This is an optimization exercise on Yosys and OpenROAD, whose aim is small area, not a production implementation. The RTL was checked by simulation tests, not by an equivalence proof against the original design. No run shown here takes its clock network from TritonCTS; it comes from the design's own scripts or RTL. The flow treats the clock pin as an ideal source. Dropping or thinning the clock tree relies on that and would not hold on a real chip. Power is estimated from default activity; no workload was simulated.

## flow/flow/run.sh

```bash
#!/bin/bash
# Standard synthesis, then an area re-mapping of its combinational logic
# (flip-flops untouched, several ABC scripts tried in parallel, smallest
# kept), then the standard layout steps with a one-buffer clock tree and the
# smallest port buffers.
set -euo pipefail
HERE=$(pwd)
R=$HERE/orfs/results/sky130hd/top/base

bash standard.sh synth > synth.log 2>&1

cp $R/1_2_yosys.v $HERE/standard_synth.v
mkdir -p $HERE/resyn
export LIB_FILE=$FLOW_HOME/platforms/sky130hd/lib/sky130_fd_sc_hd__tt_025C_1v80.lib
export NETLIST_IN=$HERE/standard_synth.v
scripts=()
for s in 1 3 5 7 11 13 17 19 23 29 31 37; do
  scripts+=("+strash;&get -n;&deepsyn -T 30 -S $s;&put;dch -f;amap;strash;dch -f;amap")
done
scripts+=("+strash;&get -n;&deepsyn -T 30;&put;&get -n;&dch -f;&nf -a -R 1000;&put")
scripts+=("+strash;&get -n;&deepsyn -T 30;&put;dch -f;amap")
i=0
for sc in "${scripts[@]}"; do
  (ABC_SCRIPT="$sc" NETLIST_OUT=$HERE/resyn/r$i.v \
     yosys -c flow/resyn.tcl > $HERE/resyn/r$i.log 2>&1 || true) &
  i=$((i+1))
  if (( i % 4 == 0 )); then wait; fi
done
wait
best=""; best_area=""
for a in $HERE/resyn/r*.v.area; do
  v=$(cat $a)
  echo "$(basename $a .v.area) $v" >> $HERE/resyn/areas.txt
  if [[ -z "$best" ]] || awk -v x="$v" -v y="$best_area" 'BEGIN{exit !(x<y)}'; then
    best=${a%.area}; best_area=$v
  fi
done
echo "best $best $best_area" >> $HERE/resyn/areas.txt
cp $best $HERE/resyn.v
cp $HERE/resyn.v $R/1_2_yosys.v
touch $R/1_2_yosys.v

export BUFFER_PORTS_ARGS="-buffer_cell sky130_fd_sc_hd__buf_1"
export ONE_CLOCK_BUFFER=sky130_fd_sc_hd__buf_12
export PRE_CTS_TCL=$HERE/flow/pre_cts.tcl
bash standard.sh finish > layout.log 2>&1
```

## flow/flow/pre_cts.tcl

```tcl
# Clock tree: one buffer, placed at the centre of the flip-flops, drives
# every flip-flop clock pin. The clock port then feeds only this buffer.
set sx 0.0
set sy 0.0
set n 0
foreach inst [[ord::get_db_block] getInsts] {
  if {[[$inst getMaster] isSequential]} {
    set bb [$inst getBBox]
    set sx [expr {$sx + ([$bb xMin] + [$bb xMax]) / 2.0}]
    set sy [expr {$sy + ([$bb yMin] + [$bb yMax]) / 2.0}]
    incr n
  }
}
set cx [ord::dbu_to_microns [expr {int($sx / $n)}]]
set cy [ord::dbu_to_microns [expr {int($sy / $n)}]]
puts "pre_cts: $n flip-flops, clock buffer at $cx $cy"
insert_buffer -buffer_cell $::env(ONE_CLOCK_BUFFER) -net clk -location [list $cx $cy] \
  -buffer_name clkbuf_root -net_name clknet_root
foreach inst [[ord::get_db_block] getInsts] {
  if {[string match "clkbuf_root*" [$inst getName]]} {
    [[$inst findITerm X] getNet] setSigType CLOCK
  }
}
global_connect
proc clock_tree_synthesis {args} {
  puts "clock_tree_synthesis skipped: the clock buffer was inserted by pre_cts.tcl"
}
```

## flow/flow/resyn.tcl

```tcl
# Re-map the combinational logic of the standard synthesis netlist for area
# with one ABC script. The flip-flops are kept as they are (same instances,
# names and cells). run.sh runs this with several scripts and keeps the
# smallest result.
yosys -import
set lib $::env(LIB_FILE)
set in  $::env(NETLIST_IN)
set out $::env(NETLIST_OUT)
set script $::env(ABC_SCRIPT)
read_liberty -ignore_miss_func $lib
foreach ff {dfxtp_1 dfxtp_2 dfxtp_4} {
  setattr -mod -set keep_hierarchy 1 sky130_fd_sc_hd__$ff
}
read_verilog $in
hierarchy -top top
flatten
delete t:\$scopeinfo
opt_clean
abc -liberty $lib -dont_use *probe* -dont_use *lpflow* -script $script
opt_clean
setundef -zero
hilomap -singleton -hicell sky130_fd_sc_hd__conb_1 HI -locell sky130_fd_sc_hd__conb_1 LO
splitnets
opt_clean -purge
yosys rename -hide w:*.*
foreach ff {dfxtp_1 dfxtp_2 dfxtp_4} {
  setattr -mod -set blackbox 1 sky130_fd_sc_hd__$ff
}
set st [tee -q -s result.string stat -liberty $lib top]
regexp {Chip area for module '\\top': ([0-9.]+)} $st -> area
set f [open $out.area w]
puts $f $area
close $f
select top
write_verilog -noattr -noexpr -nohex -nodec -selected $out
```

## flow/standard.sh

```bash
#!/bin/bash
# synth_recipe.tcl (not shown) runs the flow's synth.tcl, then flattens the netlist and writes it again
# the make line also repeats each setting of config.mk as NAME=value (left out here)
make -C /OpenROAD-flow-scripts/flow DESIGN_CONFIG=/design/flow/config.mk WORK_HOME=/design/flow/orfs CLKGATE_MAP_FILE= SYNTH_SCRIPT=/design/flow/synth_recipe.tcl "${@:-finish}"
```

## flow/config.mk

```make
export PLATFORM = sky130hd
export DESIGN_NAME = top
export DESIGN_NICKNAME = top
export VERILOG_FILES = /design/flow/design.v
export SDC_FILE = /design/flow/constraint.sdc
export NUM_CORES = 4
export LEC_CHECK = 0
export CAP_MARGIN = 20
export CORE_AREA = 3 3 67 67
export DIE_AREA = 0 0 70 70
export SLEW_MARGIN = 20
```

## flow/constraint.sdc

```tcl
create_clock -name core_clock -period 10.0 [get_ports {clk}]
set_input_delay 2.0000 -clock core_clock [delete_from_list [all_inputs] [get_ports {clk}]]
set_output_delay 2.0000 -clock core_clock [all_outputs]
set_load 0.01 [all_outputs]
```

## flow/design.v

```verilog
module top #(
  parameter PWM_INTERVAL = 1200
)(
  input  logic clk,
  input  logic rst,
  output logic RGB_R,
  output logic RGB_G,
  output logic RGB_B
);
    localparam logic [4:0] C25_START = 5'b00101;
    logic [3:0] c16;     
    logic [1:0] c3;      
    logic [4:0] c25;     
    logic [2:0] sub;     
    logic [8:0] dq;      
    logic       dir;     
    logic [1:0] c;       
    logic       o;       
    logic       nz;      
    logic [1:0] r;
    logic c25_23, c25_24, at1198, wrap, sub4, step, dz, dmax, turn, dq_en, match;
    assign r      = c16[1:0];
    assign nz     = |{c16, c3, c25[4], c25[3], c25[1]};
    assign c25_23 = ~c25[3] & ~c25[1] & ~c25[0];
    assign c25_24 = ~c25[4] & ~c25[2] & ~c25[1];
    assign at1198 = (c16 == 4'd14) & c3[0] & c25_23;            
    assign wrap   = (c16 == 4'd15) & c3[1] & c25_24;            
    assign sub4   = sub[2] & ~sub[0];                           
    assign step   = wrap & sub4;                                
    assign dz     = (dq == 9'd0);
    assign dmax   = dq[8] & dq[5] & dq[3] & dq[1] & dq[0];      
    assign turn   = step & (dir ? dmax : dz);                   
    assign dq_en  = ((r == 2'd3) & ~(step & ~dir)) | (at1198 & sub4 & dir);
    assign match  = (r == 2'd0) & dz & (nz | ~dir);             
    always_ff @(posedge clk) begin
        if (rst) begin
            c16 <= '0;
            c3  <= '0;
            c25 <= C25_START;
            sub <= '0;
            dq  <= '0;
            dir <= 1'b0;
            c   <= '0;
            o   <= 1'b0;
        end else begin
            c16 <= c16 + 4'd1;
            c3  <= {c3[0], ~c3[1] & ~c3[0]};
            c25 <= c25_24 ? C25_START : {c25[3:0], c25[4] ^ c25[1]};
            o   <= ~wrap & (o | match);
            if (wrap)
                sub <= {sub[1] & sub[0], sub[0], ~sub[2]};
            if (dq_en)
                dq <= dmax ? 9'd0 : dq + 9'd1;
            if (turn) begin
                dir <= ~dir;
                c   <= {c[0], ~c[1] & ~c[0]};
            end
        end
    end
    assign RGB_G = (c == 2'b00) ? o : (nz & (dir ? c[1] : c[0]));
    assign RGB_R = c[0]         ? o : (nz & (dir ^ c[1]));
    assign RGB_B = c[1]         ? o : (nz & ~(dir ^ c[0]));
endmodule
```

==> summary.txt, run 1 <==
Power and ir drop:
- The analysis attributes to cell leakage a power of approximately 0.00038 uW.
- The worst-case IR drop observed on VDD is 0.0000768 V.
- Dividing total power by cell area gives a power density of 150 mW/mm^2.

Critical path:
- For the worst setup path, the data required time is ~8.0 ns.
- The worst setup path is launched from a flip-flop.
- The number of cells traversed by the worst register-to-register path is 13.
- STA classifies the critical path endpoint as an output port.
- The cell with the largest stage delay on the worst path is or4_1.
- The maximum fanout along the worst path is 4.
- The largest stage delay on the critical path is about 0.47 ns.
- The start-to-end type of the worst setup path is flip-flop to output port.
- The number of buffers and inverters on the critical path is 1.
- Walking the worst path, the cells encountered are or2_0 > or3_1 > or4_1 > o21ai_0 > o22ai_1 > buf_1.
- Broken down by cell family, the worst path's largest delay share belongs to simple AND/OR/NAND/NOR gates.
- The arrival time reported for the critical path endpoint is 2.03 ns.
- The logic depth of the worst path, buffers included is 6.

Routing:
- The DRC marker count from the first detailed-route iteration is 25.
- For this run, design rule violations remaining after detail routing come to 0.
- Summing over every cut layer, the via total after detailed routing is 840.
- The number of detailed-routing iterations run before antenna repair is 4.
- The aggregate routed wire length is approximately 1.9 mm.
- After detailed routing, the number of vias per cell comes to 4.67.
- Once detail routing completed, the nets flagged for antenna violations numbered 0.
- The routed length per placed instance is 10.6 um.

CTS:
- The number of hold buffers added after CTS was 0.
- After clock tree synthesis, the clock-pin slew on the worst setup and hold paths is approximately 0.1 ns.
- The clock insertion delay at the later pin of the skew report is 0.13 ns.
- The number of gates resized after CTS is 0.
- Post-CTS timing repair inserted 0 buffers for setup.

Die:
- The x dimension of the die is approximately 70 um.
- 5 I/O pins were placed.
- In this run the core area contains 22 standard-cell rows.
- The floorplan die area is 0.00490 mm^2.
- For this configuration, the core starts out at a cell density of 27.3%.
- The area inside the core boundary is 0.00380 mm^2.
- The height of the chip is 70 um.

GRT:
- The number of global-route vias before repair is 835.
- The maximum number of pins on one net before global-route repair is 28.
- The number of antenna violations at the first check in global routing was 0.
- Global routing consumed, over all layers together, under 10% of the routing resources.
- The total global routing overflow is 0.
- The first global-routing pass estimated roughly 3.4 mm of wire.

STA:
- For the pin with the worst max-slew slack, the measured transition is 0.788 ns.
- The final count of negative-setup-slack endpoints is 0.
- The routed design could run at a clock period as short as 4.03 ns.
- The final worst slack is approximately 6.0 ns.
- Clock skew on the completed layout was measured at slightly below 0.003 ns.
- Final hold analysis gives a worst-case slack of 0.439 ns.
- In this run the tightest slew margin relative to its limit is between 40% and 50%.
- The count of final hold-check violations came to 0.
- The final critical path takes up 40.3% of the cycle.
- Setup total negative slack on the finished layout was measured at 0 ns.
- The number of pins exceeding their max-slew limit in the final report came to 0.
- Setup repair after global routing left no endpoint under its margin.
- Derived from the worst setup path, the maximum achievable clock frequency is between 200 and 250 MHz.

Synth:
- The netlist area before placement is 0.00104 mm^2.
- The number of warning messages in the yosys log is 1.
- Counting every instance in the synthesized netlist gives 127.
- When the netlist entered floorplanning its net count stood at 129.
- The average instance area after synthesis is 8.18 um^2.

Finish:
- The diode insertion count for antenna repair is 0.
- The final cell area excluding filler cells is 0.00113 mm^2.
- The signed area change from the synthesized netlist to the final layout is 9.16%.
- The final layout contains 136 nets.
- The filler cells instantiated in the layout total 406.
- Cells with a size suffix above 1 make up less than 1% of the layout.

Place:
- The detailed placer's ending HPWL is 1.48 mm.
- The weighted congestion reported at the end of routability-driven placement is 0.817.
- The number of buffers inserted by port buffering is 4.
- The placed instances occupy a cell area of between 0.001 and 0.0015 mm^2.
- The worst slack at placement is ~6.2 ns.

Run status:
- The run finished with no timing, DRC or antenna violations.

Flow run:
- The tool flagged a number of max-cap violations equal to 0.

Min path:
- The path category of the worst min-delay check is flip-flop to flip-flop.
- The cell depth of the worst min-delay path is 1.
==> layout make-up, without the clock buffers <==
cell class / instances / area (um^2) / area share [%]
tap: 48 / 60.1 / 5.30
multi-input combinational: 80 / 423 / 37.3
inverter: 20 / 75.1 / 6.62
sequential: 27 / 541 / 47.7
timing repair buffer: 4 / 15.0 / 1.32
==> path summary, 6_finish.rpt <==
| path | start | to | slack [ns] |
|---|---|---|---|
| worst max-delay path | c25[1] | RGB_R | 5.97 |
| worst max register to register | c25[1] | dq[7] | 7.66 |
| worst min-delay path | c16[0] | c16[0] | 0.44 |
| worst min register to register | c16[0] | c16[0] | 0.44 |
==> metrics by stage <==
step,cells,power [uW],utilization [%]
floorplan,127,126,-
global placement,179,130,29.3
detailed placement,179,131,29.3
CTS,180,163,29.8
global route,180,178,29.8
finish,180,170,29.8
==> state kept, by name (all words and copies together), names as in the netlist <==
| signal | count |
|---|---|
| c16 | 4 |
| c3 | 2 |
| dq | 9 |
| c25 | 5 |
| dir | 1 |
| c | 2 |
| o | 1 |
| sub | 3 |
==> report_power, final <==
part	total, uW	switching (uW)	internal (uW)
logic	13.2	8.28	4.88
clock network	41.5	25.2	16.3
registers	115	2.94	112
==> cell usage in the layout (no fill, tap or decap), types with 2 or more instances in the layout <==
cell type  count
nor3_1         9
and3_1         5
or2_0          2
clkinv_1      20
dfxtp_1       27
nand2_1        9
nand4_1        3
or3_1          4
o22ai_1        5
a221oi_1       2
o21ai_0        7
a211oi_1       5
buf_1          4
a31oi_1        2
nor2_1        21
==> per-layer routing <==
metal  part of all wire, %  global-route usage [%]  up-vias
met1                    54                    10.9      381
met2                    42                    13.4        7
met4                     0                   0.213        0
li1                      -                       -      452
met5                     0                       0        -
met3                   4.1                    1.29        0
==> run 2: changes to the inputs <==
--- a/flow/flow/run.sh
+++ b/flow/flow/run.sh
@@ -15,6 +15,7 @@
 export NETLIST_IN=$HERE/standard_synth.v
 scripts=()
-for s in 1 3 5 7 11 13 17 19 23 29 31 37; do
+for s in 1 3 5 7 11 13 17 19 23 29 31 37 67 73; do
   scripts+=("+strash;&get -n;&deepsyn -T 30 -S $s;&put;dch -f;amap;strash;dch -f;amap")
+  scripts+=("+strash;&get -n;&deepsyn -T 30 -S $s;&put;dch -f;amap;strash;dch -f;amap;topo;mfs3 -a")
 done
 scripts+=("+strash;&get -n;&deepsyn -T 30;&put;&get -n;&dch -f;&nf -a -R 1000;&put")
--- a/flow/flow/resyn.tcl
+++ b/flow/flow/resyn.tcl
@@ -19,4 +19,7 @@
 abc -liberty $lib -dont_use *probe* -dont_use *lpflow* -script $script
 opt_clean
+# Every cell must be a library cell: a script whose result is not fully
+# mapped fails here and is not used.
+select -assert-none top/t:\$*
 setundef -zero
 hilomap -singleton -hicell sky130_fd_sc_hd__conb_1 HI -locell sky130_fd_sc_hd__conb_1 LO
==> summary.txt, run 2 <==
Die:
- The height of the chip is 70 um (unchanged).
- The number of I/O pins is 5 (unchanged).
- The x dimension of the die is 70 um (unchanged).
- The floorplan die area came to 0.00490 mm^2 (unchanged).
- The initial cell density of the core was 27.2% (was 27.3%).
- The area inside the core boundary is 0.00380 mm^2 (unchanged).
- The number of cell rows came to 22 (unchanged).

CTS:
- The number of gates resized after CTS is 0 (unchanged).
- The clock input transition at the sequential cells of the worst setup and hold paths is 0.10 ns (about the same).
- The buffers inserted during post-CTS setup optimization was 0 (unchanged).
- The count of hold-fix buffers inserted at cts is 0 (unchanged).
- The clock insertion delay at the later pin of the skew report came to 0.13 ns (about the same).

Critical path:
- The sort of element at the end of the critical path is an output port (unchanged).
- The endpoint of the most critical register-to-register path is dq[7] (unchanged).
- The maximum fanout along the worst path is 4 (unchanged).
- The arrival time reported for the critical path endpoint is 1.99 ns (was 2.03 ns).
- The timing startpoint of the critical path is c25[1] (unchanged).
- The required time at the worst-slack endpoint is 8.00 ns (about the same).
- The reg2reg setup slack is 7.60 ns (was 7.66 ns).
- The startpoint of the most critical register-to-register path is c25[1] (unchanged).
- The start-to-end type of the worst setup path is flip-flop to output port (unchanged).
- The endpoint of the most critical setup path is RGB_R (unchanged).
- The number of cells traversed by the worst register-to-register path is 14 (was 13).
- The category of the worst setup path launch point is a flip-flop (unchanged).

GRT:
- The total track usage is 8.28% (was 7.84%).
- The busiest layer in global routing is met2 (unchanged).
- The met2 track utilization from global routing is 14.2% (was 13.4%).
- The number of global-route vias before repair came to 853 (was 835).
- The maximum number of pins on one net before global-route repair is 28 (unchanged).
- The total global routing overflow is 0 (unchanged).
- The first-pass GRT wire length came to 3.61 mm (was 3.44 mm).
- The met1 routing resource usage after global routing is 11.6% (was 10.9%).
- The global routing met3 resource utilization is 0.863% (was 1.29%).
- The number of antenna violations at the first check in global routing is 0 (unchanged).

STA:
- The final critical path time including I/O delays and setup is 3.99 ns (was 4.03 ns).
- The count of final hold-check violations is 0 (unchanged).
- RSZ-0062 raised after global routing: no (unchanged).
- The ratio of final minimum period to clock period was 39.9% (was 40.3%).
- The post-route clock skew is 0.00364 ns (was 0.00294 ns).
- The final count of negative-setup-slack endpoints came to 0 (unchanged).
- The number of pins exceeding their max-slew limit in the final report is 0 (unchanged).
- The peak clock frequency supported by timing is 251 MHz (was 248 MHz).
- The slew at the pin with the worst max-slew slack came to 0.777 ns (was 0.788 ns).
- The final setup TNS is 0 ns (unchanged).
- The remaining max-slew budget at the tightest pin is 47.6% (was 46.9%).

Finish:
- Most frequent cells in the layout: dfxtp_1, nor2_1, clkinv_1 (unchanged).
- The flip-flop count of the largest register, all copies and words added is 9 (unchanged).
- The share of post-route cells with drive strength above 1 was 0.775% (was 0.758%).
- The final cell area excluding filler cells is 0.00113 mm^2 (about the same).
- The number of nets at the end of the flow is 133 (was 136).
- The post-layout utilization of the core is 29.7% (was 29.8%).
- The leading cell type in the layout, fill and taps excluded is dfxtp_1 (unchanged).
- Largest registers: dq: 9 flops, c25: 5 flops, c16: 4 flops (unchanged).
- The diode insertion count for antenna repair is 0 (unchanged).
- The signed area change from the synthesized netlist to the final layout was 9.21% (was 9.16%).
- The most flop-heavy register is dq (unchanged).

Place:
- The number of buffers inserted by port buffering is 4 (unchanged).
- The area of placed instances is 0.00111 mm^2 (about the same).
- The weighted congestion reported at the end of routability-driven placement was 0.812 (was 0.817).
- The detailed placer's ending HPWL is 1.53 mm (was 1.48 mm).

Routing:
- The routed length per placed instance is 11.3 um (was 10.6 um).
- The DRC marker count from the first detailed-route iteration is 39 (was 25).
- The via total after detailed routing is 854 (was 840).
- The number of design rule violations left after detail routing was 0 (unchanged).
- The number of vias per cell came to 4.82 (was 4.67).
- The aggregate routed wire length is 2.00 mm (was 1.91 mm).
- The number of detailed-routing iterations run before antenna repair was 4 (unchanged).
- The number of routed nets with antenna violations is 0 (unchanged).

Power and ir drop:
- The ratio of total power to cell area is 151 mW/mm^2 (was 150 mW/mm^2).
- The total design power was 170 uW (about the same).
- The leakage dissipation is 0.000370 uW (was 0.000384 uW).
- The maximum vdd drop came to 0.0000712 V (was 0.0000768 V).

Flow run:
- The number of max-capacitance violations reported is 0 (unchanged).

Synth:
- The post-synthesis cell count came to 124 (was 127).
- The average instance area after synthesis is 8.32 um^2 (was 8.18 um^2).
- The post-synth net total is 126 (was 129).
- The netlist area before placement is 0.00103 mm^2 (was 0.00104 mm^2).
- The number of warning messages in the yosys log came to 1 (unchanged).

Run status:
- Status: complete, no violations (unchanged).

Min path:
- The path category of the worst min-delay check is flip-flop to flip-flop (unchanged).
## run 2: cell type report, without the clock buffers
type | count | area, um^2
timing repair buffer | 4 | 15.0
multi-input combinational | 80 | 428
fill | 394 | 2670
tap | 48 | 60.1
sequential | 27 | 541
inverter | 17 | 63.8
## run 2: routing by layer
metal	routed length, um	share of wire, %	up-vias
li1	-	-	448
met1	1100	55	398
met2	828	41	6
met3	55	2.8	2
met4	18	0.90	0
met5	0	0	-
## run 2: worst min-delay path by stage
stage                start     end  cells after the start
global placement    c16[0]  c16[0]                      1
finish              c16[0]  c16[0]                      1
floorplan           c16[0]  c16[0]                      1
global route        c16[0]  c16[0]                      1
detailed placement  c16[0]  c16[0]                      1
CTS                 c16[0]  c16[0]                      1
## run 2: per-stage QoR
| step | setup slack, ns | hold slack [ns] | instances |
|---|---|---|---|
| 2_1_floorplan | 6.38 | 0.393 | 124 |
| 3_3_place_gp | 6.22 | 0.403 | 176 |
| 3_5_place_dp | 6.18 | 0.411 | 176 |
| 4_1_cts | 6.18 | 0.411 | 177 |
| 5_1_grt | 5.83 | 0.469 | 177 |
| 6_report | 6.01 | 0.436 | 177 |
## run 2: power breakdown
group | switching, uW | total (uW) | internal [uW]
sequential | 2.94 | 115 | 112
clock | 25.7 | 42.0 | 16.3
combinational | 8.03 | 13.1 | 5.04
## run 2: worst max-delay path, cell delays in order (launching register included)
cell and delay [ns]:
dfxtp_1 0.34, or2_0 0.25, or3_1 0.31, or4_1 0.45, o21ai_0 0.25, o22ai_1 0.11
buf_1 0.14
==> run 3: changes to the inputs <==
==> flow/design.v (replaced) <==
module top #(
  parameter PWM_INTERVAL = 1200
)(
  input  logic clk,
  input  logic rst,
  output logic RGB_R,
  output logic RGB_G,
  output logic RGB_B
);
    localparam logic [3:0] C16_INV = 4'b0000;
    localparam logic [3:0] C16_RST = 4'b0000;
    localparam logic [1:0] C3_INV = 2'b00;
    localparam logic [1:0] C3_RST = 2'b00;
    localparam logic [4:0] C25_INV = 5'b11111;
    localparam logic [4:0] C25_RST = 5'b00101;
    localparam logic [2:0] SUB_INV = 3'b100;
    localparam logic [2:0] SUB_RST = 3'b000;
    localparam logic [8:0] DQ_INV = 9'b000000010;
    localparam logic [8:0] DQ_RST = 9'b000000000;
    localparam logic [2:0] J_INV = 3'b000;
    localparam logic [2:0] J_RST = 3'b000;
    localparam logic [0:0] O_INV = 1'b0;
    localparam logic [0:0] O_RST = 1'b0;
    localparam logic [0:0] NZ_INV = 1'b1;
    localparam logic [0:0] NZ_RST = 1'b0;
    logic [3:0] c16_s, c16, c16_n;   
    logic [1:0] c3_s, c3, c3_n;   
    logic [4:0] c25_s, c25, c25_n;   
    logic [2:0] sub_s, sub, sub_n;   
    logic [8:0] dq_s, dq, dq_n;   
    logic [2:0] j_s, j, j_n;   
    logic       o_s, o, o_n;   
    logic       nz_s, nz, nz_n;   
    assign c16 = c16_s ^ C16_INV;
    assign c3 = c3_s ^ C3_INV;
    assign c25 = c25_s ^ C25_INV;
    assign sub = sub_s ^ SUB_INV;
    assign dq = dq_s ^ DQ_INV;
    assign j = j_s ^ J_INV;
    assign o = o_s ^ O_INV;
    assign nz = nz_s ^ NZ_INV;
    logic [1:0] r;
    logic dir, c25_23, c25_24, at1198, wrap, sub4, step, dz, dmax, turn, dq_en, match;
    assign r      = c16[1:0];
    assign dir    = j[0] ^ j[1] ^ j[2];                         
    assign c25_23 = ~c25[3] & ~c25[1] & ~c25[0];
    assign c25_24 = ~c25[4] & ~c25[2] & ~c25[1];
    assign at1198 = (c16 == 4'd14) & c3[0] & c25_23;            
    assign wrap   = (c16 == 4'd15) & c3[1] & c25_24;            
    assign sub4   = sub[2] & ~sub[0];                           
    assign step   = wrap & sub4;                                
    assign dz     = (dq == 9'd0);
    assign dmax   = dq[8] & dq[5] & dq[3] & dq[1] & dq[0];      
    assign turn   = step & (dir ? dmax : dz);                   
    assign dq_en  = ((r == 2'd3) & ~(step & ~dir)) | (at1198 & sub4 & dir);
    assign match  = (r == 2'd0) & dz & (nz | ~dir);             
    assign c16_n = c16 + 4'd1;
    assign c3_n  = {c3[0], ~c3[1] & ~c3[0]};
    assign c25_n = c25_24 ? C25_RST : {c25[3:0], c25[4] ^ c25[1]};
    assign sub_n = wrap ? {sub[1] & sub[0], sub[0], ~sub[2]} : sub;
    assign dq_n  = dq_en ? (dmax ? 9'd0 : dq + 9'd1) : dq;
    assign j_n   = turn ? {j[1], j[0], ~j[2]} : j;
    assign o_n   = ~wrap & (o | match);
    assign nz_n  = ~wrap;
    always_ff @(posedge clk) begin
        if (rst) begin
            c16_s <= C16_RST ^ C16_INV;
            c3_s <= C3_RST ^ C3_INV;
            c25_s <= C25_RST ^ C25_INV;
            sub_s <= SUB_RST ^ SUB_INV;
            dq_s <= DQ_RST ^ DQ_INV;
            j_s <= J_RST ^ J_INV;
            o_s <= O_RST ^ O_INV;
            nz_s <= NZ_RST ^ NZ_INV;
        end else begin
            c16_s <= c16_n ^ C16_INV;
            c3_s <= c3_n ^ C3_INV;
            c25_s <= c25_n ^ C25_INV;
            sub_s <= sub_n ^ SUB_INV;
            dq_s <= dq_n ^ DQ_INV;
            j_s <= j_n ^ J_INV;
            o_s <= o_n ^ O_INV;
            nz_s <= nz_n ^ NZ_INV;
        end
    end
    logic g_fade, g_low, r_fade, r_low, b_fade, b_low;
    assign g_fade = ~(j[0] ^ j[2]);
    assign g_low  = j[2] & ~j[0];
    assign r_fade = j[0] ^ j[1];
    assign r_low  = j[0] & j[1];
    assign b_fade = j[1] ^ j[2];
    assign b_low  = ~j[1] & ~j[2];
    assign RGB_G = g_fade ? o : (g_low & nz);
    assign RGB_R = r_fade ? o : (r_low & nz);
    assign RGB_B = b_fade ? o : (b_low & nz);
endmodule
--- a/flow/flow/run.sh
+++ b/flow/flow/run.sh
@@ -15,7 +15,6 @@
 export NETLIST_IN=$HERE/standard_synth.v
 scripts=()
-for s in 1 3 5 7 11 13 17 19 23 29 31 37 67 73; do
+for s in 1 3 5 7 11 13 17 19 23 29 31 37; do
   scripts+=("+strash;&get -n;&deepsyn -T 30 -S $s;&put;dch -f;amap;strash;dch -f;amap")
-  scripts+=("+strash;&get -n;&deepsyn -T 30 -S $s;&put;dch -f;amap;strash;dch -f;amap;topo;mfs3 -a")
 done
 scripts+=("+strash;&get -n;&deepsyn -T 30;&put;&get -n;&dch -f;&nf -a -R 1000;&put")
--- a/flow/flow/resyn.tcl
+++ b/flow/flow/resyn.tcl
@@ -19,7 +19,4 @@
 abc -liberty $lib -dont_use *probe* -dont_use *lpflow* -script $script
 opt_clean
-# Every cell must be a library cell: a script whose result is not fully
-# mapped fails here and is not used.
-select -assert-none top/t:\$*
 setundef -zero
 hilomap -singleton -hicell sky130_fd_sc_hd__conb_1 HI -locell sky130_fd_sc_hd__conb_1 LO
==> summary.txt, run 3 <==
STA:
- The final count of negative-setup-slack endpoints is 0 (unchanged).
- The final worst slack was 6.82 ns (was 6.01 ns).
- The remaining max-slew budget at the tightest pin is 45.3% (was 47.6%).
- The slew at the pin with the worst max-slew slack is 0.812 ns (was 0.777 ns).
- RSZ-0062 raised after global routing: no (unchanged).
- The post-route clock skew is 0.00175 ns (was 0.00364 ns).
- The number of pins exceeding their max-slew limit in the final report is 0 (unchanged).
- The ratio of final minimum period to clock period is 31.8% (was 39.9%).
- The peak clock frequency supported by timing is 315 MHz (was 251 MHz).
- The final setup TNS is 0 ns (unchanged).
- The count of final hold-check violations is 0 (unchanged).
- The final critical path time including I/O delays and setup is 3.18 ns (was 3.99 ns).

Critical path:
- The start-to-end type of the worst setup path is flip-flop to output port (unchanged).
- The maximum fanout along the worst path is 5 (was 4).
- The category of the worst setup path launch point is a flip-flop (unchanged).
- The cell with the largest stage delay on the worst path is dfxtp_1 (was or4_1).
- The sort of element at the end of the critical path is an output port (unchanged).
- The largest stage delay on the critical path came to 0.35 ns (was 0.45 ns).
- The required time at the worst-slack endpoint came to 8.00 ns (about the same).
- The arrival time reported for the critical path endpoint came to 1.18 ns (was 1.99 ns).
- Worst path cell trace: clkinv_1 > nand2_1 > o21ai_0 > o22ai_1 > buf_1 (was or2_0 > or3_1 > or4_1 > o21ai_0 > o22ai_1 > buf_1).

Synth:
- The number of warning messages in the yosys log came to 1 (unchanged).
- The average instance area after synthesis was 8.52 um^2 (was 8.32 um^2).
- The post-synthesis cell count was 122 (was 124).
- The post-synth net total is 124 (was 126).
- The netlist area before placement is 0.00104 mm^2 (was 0.00103 mm^2).

Flow run:
- The number of max-capacitance violations reported is 0 (unchanged).

GRT:
- The total track usage is 7.72% (was 8.28%).
- The number of antenna violations at the first check in global routing is 0 (unchanged).
- The number of global-route vias before repair is 804 (was 853).
- The first-pass GRT wire length is 3.40 mm (was 3.61 mm).
- The total global routing overflow was 0 (unchanged).
- The maximum number of pins on one net before global-route repair is 29 (was 28).

Routing:
- The number of detailed-routing iterations run before antenna repair is 4 (unchanged).
- The aggregate routed wire length was 1.79 mm (was 2.00 mm).
- The number of routed nets with antenna violations came to 0 (unchanged).
- The via total after detailed routing is 832 (was 854).
- The number of vias per cell is 4.75 (was 4.82).
- The number of design rule violations left after detail routing is 0 (unchanged).
- The DRC marker count from the first detailed-route iteration was 20 (was 39).
- The routed length per placed instance is 10.2 um (was 11.3 um).

Finish:
- The leading cell type in the layout, fill and taps excluded is dfxtp_1 (unchanged).
- The diode insertion count for antenna repair came to 0 (unchanged).
- The number of fillers in the final layout was 417 (was 394).
- The share of post-route cells with drive strength above 1 is 0.787% (was 0.775%).
- The most flop-heavy register is dq_s (was dq).
- The flip-flop count of the largest register, all copies and words added is 8 (was 9).
- The post-layout utilization of the core came to 29.9% (was 29.7%).
- The number of nets at the end of the flow is 131 (was 133).
- Most frequent cells in the layout: dfxtp_1, nor2_1, clkinv_1 (unchanged).
- Largest registers: dq_s: 8 flops, c25_s: 5 flops, c16_s: 4 flops (was dq: 9 flops, c25: 5 flops, c16: 4 flops).
- The signed area change from the synthesized netlist to the final layout was 9.15% (was 9.21%).

Die:
- The floorplan die area was 0.00490 mm^2 (unchanged).
- The area inside the core boundary is 0.00380 mm^2 (unchanged).
- The x dimension of the die is 70 um (unchanged).
- The initial cell density of the core is 27.4% (was 27.2%).
- The number of cell rows came to 22 (unchanged).
- The number of I/O pins is 5 (unchanged).
- The height of the chip is 70 um (unchanged).

CTS:
- The clock input transition at the sequential cells of the worst setup and hold paths came to 0.10 ns (about the same).
- The count of hold-fix buffers inserted at cts was 0 (unchanged).
- The number of gates resized after CTS is 0 (unchanged).
- The buffers inserted during post-CTS setup optimization came to 0 (unchanged).
- The clock insertion delay at the later pin of the skew report is 0.13 ns (about the same).

Place:
- The number of buffers inserted by port buffering is 4 (unchanged).
- The detailed placer's ending HPWL is 1.46 mm (was 1.53 mm).
- The weighted congestion reported at the end of routability-driven placement was 0.736 (was 0.812).
- The worst slack at placement is 6.71 ns (was 6.18 ns).

Power and ir drop:
- The leakage dissipation was 0.000372 uW (was 0.000370 uW).
- The maximum vdd drop is 0.000107 V (was 0.0000712 V).
- The total design power is 172 uW (was 170 uW).
- The ratio of total power to cell area is 152 mW/mm^2 (was 151 mW/mm^2).

Min path:
- The path category of the worst min-delay check is flip-flop to flip-flop (unchanged).

Run status:
- Status: complete, no violations (unchanged).
run 3: cell types whose count changed in the layout (fill, tap and decap cells not counted), moves of 2 or more:
cell and change:
a21oi_1 +2, clkinv_1 -2, nand2_1 +2, nand3_1 +3
nor3_1 -4, nor3b_1 -2, o21a_1 +2, o21ai_0 -2
or2_0 +2, or3_1 -4
run 3: final cells by class, without the clock buffers:
class                           count  area [um^2]  area share (%)
Timing Repair Buffer                4         15.0            1.32
Multi-Input combinational cell     79          423            37.3
Tap cell                           48         60.1            5.29
Inverter                           15         56.3            4.96
Sequential cell                    28          561            49.4
run 3: power breakdown:
part	switching (uW)	internal, uW
registers	3.72	116
logic	6.01	4.31
clock network	25.4	16.3
total	35.1	137
run 3: path summary, 6_finish.rpt:
| check | start | endpoint | slack (ns) | cells past startpoint |
|---|---|---|---|---|
| worst max register to register | j_s[0] | dq_s[7] | 7.08 | 16 |
| worst min register to register | c3_s[1] | c3_s[0] | 0.43 | 1 |
| worst min-delay path | c3_s[1] | c3_s[0] | 0.43 | 1 |
| worst max-delay path | j_s[0] | RGB_G | 6.82 | 5 |
run 3: metrics by stage:
step / instances / instance area [um^2] / hold WS, ns
3_3_place_gp: 174 / 1110 / 0.409
5_1_grt: 175 / 1130 / 0.453
2_1_floorplan: 122 / 1040 / 0.390
4_1_cts: 175 / 1130 / 0.418
6_report: 175 / 1130 / 0.431
3_5_place_dp: 174 / 1110 / 0.414
run 3: worst max-delay path: cells and delay by family, from the launching register on:
family	cells	cell delay (ns)
simple gates	1	0.11
flops	1	0.35
compound gates	2	0.27
buf+inv	2	0.31
run 3: metal layers:
metal	track usage, %	vias up	share of wire (%)
met5	0	-	0
met4	0.851	0	1.4
li1	-	448	-
met2	13.9	2	50
met1	10.5	380	48
met3	0.432	2	1.5

==> afterwards: timing with drivers on the ports <==
The flow's constraints put no driver on any port. The routed layouts listed below were extracted and timed again, unchanged, in two steps.
Step 1 (the two cells are an assumption about what drives the block):
set clk [get_ports {clk}]
set_driving_cell -lib_cell sky130_fd_sc_hd__clkbuf_16 $clk
set_driving_cell -lib_cell sky130_fd_sc_hd__buf_2 [delete_from_list [all_inputs] $clk]
Step 2 adds t to the input delays and takes it off the output delays; t is the mean of the earliest and latest rising clock arrival at the registers after step 1. Input paths then give back, and output paths get back, about the clock's delay inside the block.
Slacks: ideal / step 1 / step 2; pairs: ideal / step 1.
| run | t (ns) | setup slack, ns | slew at the worst register clock pin (ns) | worst data-port slew with drivers (ns) |
|---|---|---|---|---|
| run 1 | 0.161 | 5.970 / 5.940 / 6.101 | 0.10 / 0.10 | 0.03 |
| run 2 | 0.164 | 6.013 / 5.980 / 6.144 | 0.10 / 0.10 | 0.03 |
| run 3 | 0.163 | 6.823 / 6.791 / 6.740 | 0.10 / 0.10 | 0.03 |
After both steps setup and hold are still met in every run listed. The setup slack of run 3, which loses most, moves by -0.032 ns with the drivers and by -0.083 ns with both steps.
